What follows belongs to an exercise in optimizing a design on an open flow for small area; a production flow would make more cautious choices. No activity file was given, so power comes from the tool's default toggle rates.

==> run a <==
// lms_filter
module lms_filter #(
    parameter DW = 16,
    parameter M  = 32,
    parameter MU = 16'd32     
)(
    input wire clk,
    input wire rst_n,
    input wire signed [DW-1:0] pcm_in,
    input wire pcm_valid,
    input wire speech,
    output reg signed [DW-1:0] pcm_out,
    output reg pcm_out_valid
);
==> flow/config.mk <==
export PLATFORM = sky130hd
export DESIGN_NAME = lms_filter
export DESIGN_NICKNAME = lms_filter
export VERILOG_FILES = /design/flow/design.v
export SDC_FILE = /design/flow/constraint.sdc
export NUM_CORES = 8
export LEC_CHECK = 0
export CAP_MARGIN = 20
export CORE_MARGIN = 2
export CORE_UTILIZATION = 70
export CTS_BUF_LIST = sky130_fd_sc_hd__clkbuf_4
export PLACE_DENSITY = 0.8
export SLEW_MARGIN = 20
==> flow/constraint.sdc <==
create_clock -name core_clock -period 14.0 [get_ports {clk}]
set_input_delay 2.8000 -clock core_clock [delete_from_list [all_inputs] [get_ports {clk}]]
set_output_delay 2.8000 -clock core_clock [all_outputs]
set_load 0.01 [all_outputs]
run.sh (not shown) runs the stock make flow with config.mk's settings and CLKGATE_MAP_FILE= SYNTH_SCRIPT=/design/flow/synth_recipe.tcl, a recipe that flattens the netlist after the stock synthesis.
==> inputs of run b, as changes to run a <==
- CTS_BUF_LIST: sky130_fd_sc_hd__clkbuf_4 -> sky130_fd_sc_hd__clkbuf_2 sky130_fd_sc_hd__clkbuf_4 sky130_fd_sc_hd__clkbuf_8
- CTS_CLUSTER_SIZE: not set -> 20
==> inputs of run c, as changes to run a <==
- CORE_UTILIZATION: 70 -> 45
- CTS_BUF_LIST: sky130_fd_sc_hd__clkbuf_4 -> not set
- PLACE_DENSITY: 0.8 -> not set
==> flow_metrics.py <==
metrics = {
    "sta": {
        "fin_ws_ns": 0.371,
    },
    "layout": {
        "final_layout_size_suffix_gt1_frac": 0.133,
        "final_cells": 3512,
        "fin_util": 0.527,
        "final.fill_count": 6003,
    },
    "clock_network": {
        "cts_made_buffers": 100,
    },
    "min_path": {
        "whs_endpoint": "dr[22][9]",
    },
    "power": {
        "vdd_ir_drop_max_v": 0.000116,
    },
    "status": {
        "status": "finished clean",
    },
    "critical_path": {
        "crit_end": "pcm_out[9]",
        "critical_path_buf_inv_count": 2,
    },
    "place": {
        "dp.cells": 3320,
    },
    "global_routing": {
        "grt_pass1_vias": 17376,
    },
}
the above is filed under run c

==> flow_metrics.py <==
metrics = {
    "power": {
        "vdd_ir_drop_max_v": 0.000172,
        "comb_power_share": 0.001,
    },
    "layout": {
        "final_layout_size_suffix_gt1_frac": 0.191,
        "fin_util": 0.803,
        "final_cells": 3388,
    },
    "logic_synthesis": {
        "yosys_warnings": 3,
    },
    "status": {
        "status": "finished clean",
    },
    "sta": {
        "fin_ws_ns": 0.449,
    },
    "critical_path": {
        "critical_path_buf_inv_count": 2,
        "crit_end": "pcm_out[12]",
    },
    "clock_network": {
        "cts_made_buffers": 231,
    },
    "min_path": {
        "whs_endpoint": "dr[10][15]",
    },
    "global_routing": {
        "grt_pass1_wl_um": 115000,
        "grt_pass1_vias": 20286,
    },
}
the above is filed under run a

==> flow_metrics.py <==
metrics = {
    "sta": {
        "setup_viol": 0,
        "fin_ws_ns": 0.344,
    },
    "min_path": {
        "whs_endpoint": "dr[30][8]",
    },
    "layout": {
        "final.fill_count": 2265,
        "final_layout_size_suffix_gt1_frac": 0.165,
    },
    "critical_path": {
        "crit_end": "pcm_out[9]",
        "critical_path_buf_inv_count": 3,
    },
    "power": {
        "vdd_ir_drop_max_v": 0.000159,
    },
    "status": {
        "status": "finished clean",
    },
    "global_routing": {
        "grt_pass1_vias": 19448,
        "grt_pass1_wl_um": 114000,
    },
    "clock_network": {
        "clk_latency_ns": 0.83,
        "cts_made_buffers": 151,
        "postCtsSetupBuffers": 1,
    },
    "logic_synthesis": {
        "synthAdderAreaFrac": 0.108,
    },
}
the above is filed under run b

No functional check of the RTL was part of any run of this note.

* * *

==> branch onyx: inputs <==
Starting RTL as in the previous note.
Settings: LEC_CHECK=0, CAP_MARGIN=20, CORE_MARGIN=2, CORE_UTILIZATION=70, CTS_BUF_LIST=sky130_fd_sc_hd__clkbuf_8, CTS_CLUSTER_DIAMETER=50, CTS_CLUSTER_SIZE=20, PLACE_DENSITY=0.8, SLEW_MARGIN=20; clock period 14.0 ns.
==> branch violet (differences from branch onyx) <==
- CTS_BUF_LIST: sky130_fd_sc_hd__clkbuf_8 -> sky130_fd_sc_hd__clkbuf_16
- CTS_CLUSTER_DIAMETER: 50 -> 60
- CTS_CLUSTER_SIZE: 20 -> 25
==> branch quartz (differences from branch onyx) <==
- CAP_MARGIN: 20 -> 0
- SLEW_MARGIN: 20 -> 0
==> flow_summary_export.csv <==
group,metric,value,unit
outcome,outcome,"timing/DRC/antenna clean",
critical_path,critPathRequiredTime,14.44,ns
power,powerComb,8.00,uW
route,met1Wirelength,27.72,mm
cts,number_of_gates_given_a_new_drive_strength_after_cts,3,
timing,finalWorstPathRequiredPeriod,13.60,ns
cells_and_area,non_clock_buffer_area_share,2.845,%
timing,whs,0.3077,ns
cells_and_area,final_core_utilization,76.75,%
global_routing,first_global_vias,17870,
the above is filed under branch onyx

==> flow_summary_export.csv <==
group,metric,value,unit
outcome,outcome,"timing/DRC/antenna clean",
timing,finalSetupViolations,0,
cells_and_area,final_core_utilization,77.54,%
critical_path,critPathRequiredTime,14.52,ns
global_routing,first_global_vias,18670,
route,met2_wirelength,34.70,mm
timing,finalWorstPathRequiredPeriod,13.54,ns
power,powerComb,8.07,uW
cells_and_area,non_clock_buffer_area_share,2.720,%
yosys,top_count_cell_post_synth,"sky130_fd_sc_hd__dfxtp_1",
timing,timing.final.max_slew_violations,0,
hold_path,timing.hold.worst_endpoint,"wr[16][1]",
the above is filed under branch violet

==> flow_summary_export.csv <==
group,metric,value,unit
outcome,outcome,"timing/DRC/antenna clean",
timing,whs,0.3082,ns
cells_and_area,non_clock_buffer_area_share,2.881,%
timing,finalWorstPathRequiredPeriod,13.56,ns
global_routing,first_global_vias,17870,
route,met1Wirelength,27.60,mm
cts,number_of_gates_given_a_new_drive_strength_after_cts,3,
cells_and_area,final_core_utilization,76.76,%
the above is filed under branch quartz

Function was not checked in any run of this note: the RTL went through the layout flow alone.

==> what the ideal ports hide <==
How much do the figures lean on ideal ports? The routed layouts below were timed once more, with nothing changed but the port constraints. Step 1 assumes that a clkbuf_16 drives the clock port and a buf_2 every other input. Step 2 also shifts input and output timing later by t, the mid clock arrival at the registers, as if the neighbouring blocks saw the same clock. a / b / c = ideal / step 1 / step 2; a / b = the first two.
run	t (ns)	setup slack, ns	slew at the worst register clock pin (ns)
run a	1.143	0.449 / 0.449 / 0.449	0.09 / 0.09
run b	0.861	0.344 / 0.344 / 0.344	0.08 / 0.08
run c	0.716	0.371 / 0.371 / 0.371	0.08 / 0.08
branch onyx	0.728	0.403 / 0.403 / 0.403	0.12 / 0.12
branch violet	0.683	0.459 / 0.459 / 0.459	0.10 / 0.10
branch quartz	0.730	0.443 / 0.443 / 0.443	0.12 / 0.12
After both steps every run listed still meets setup and hold.
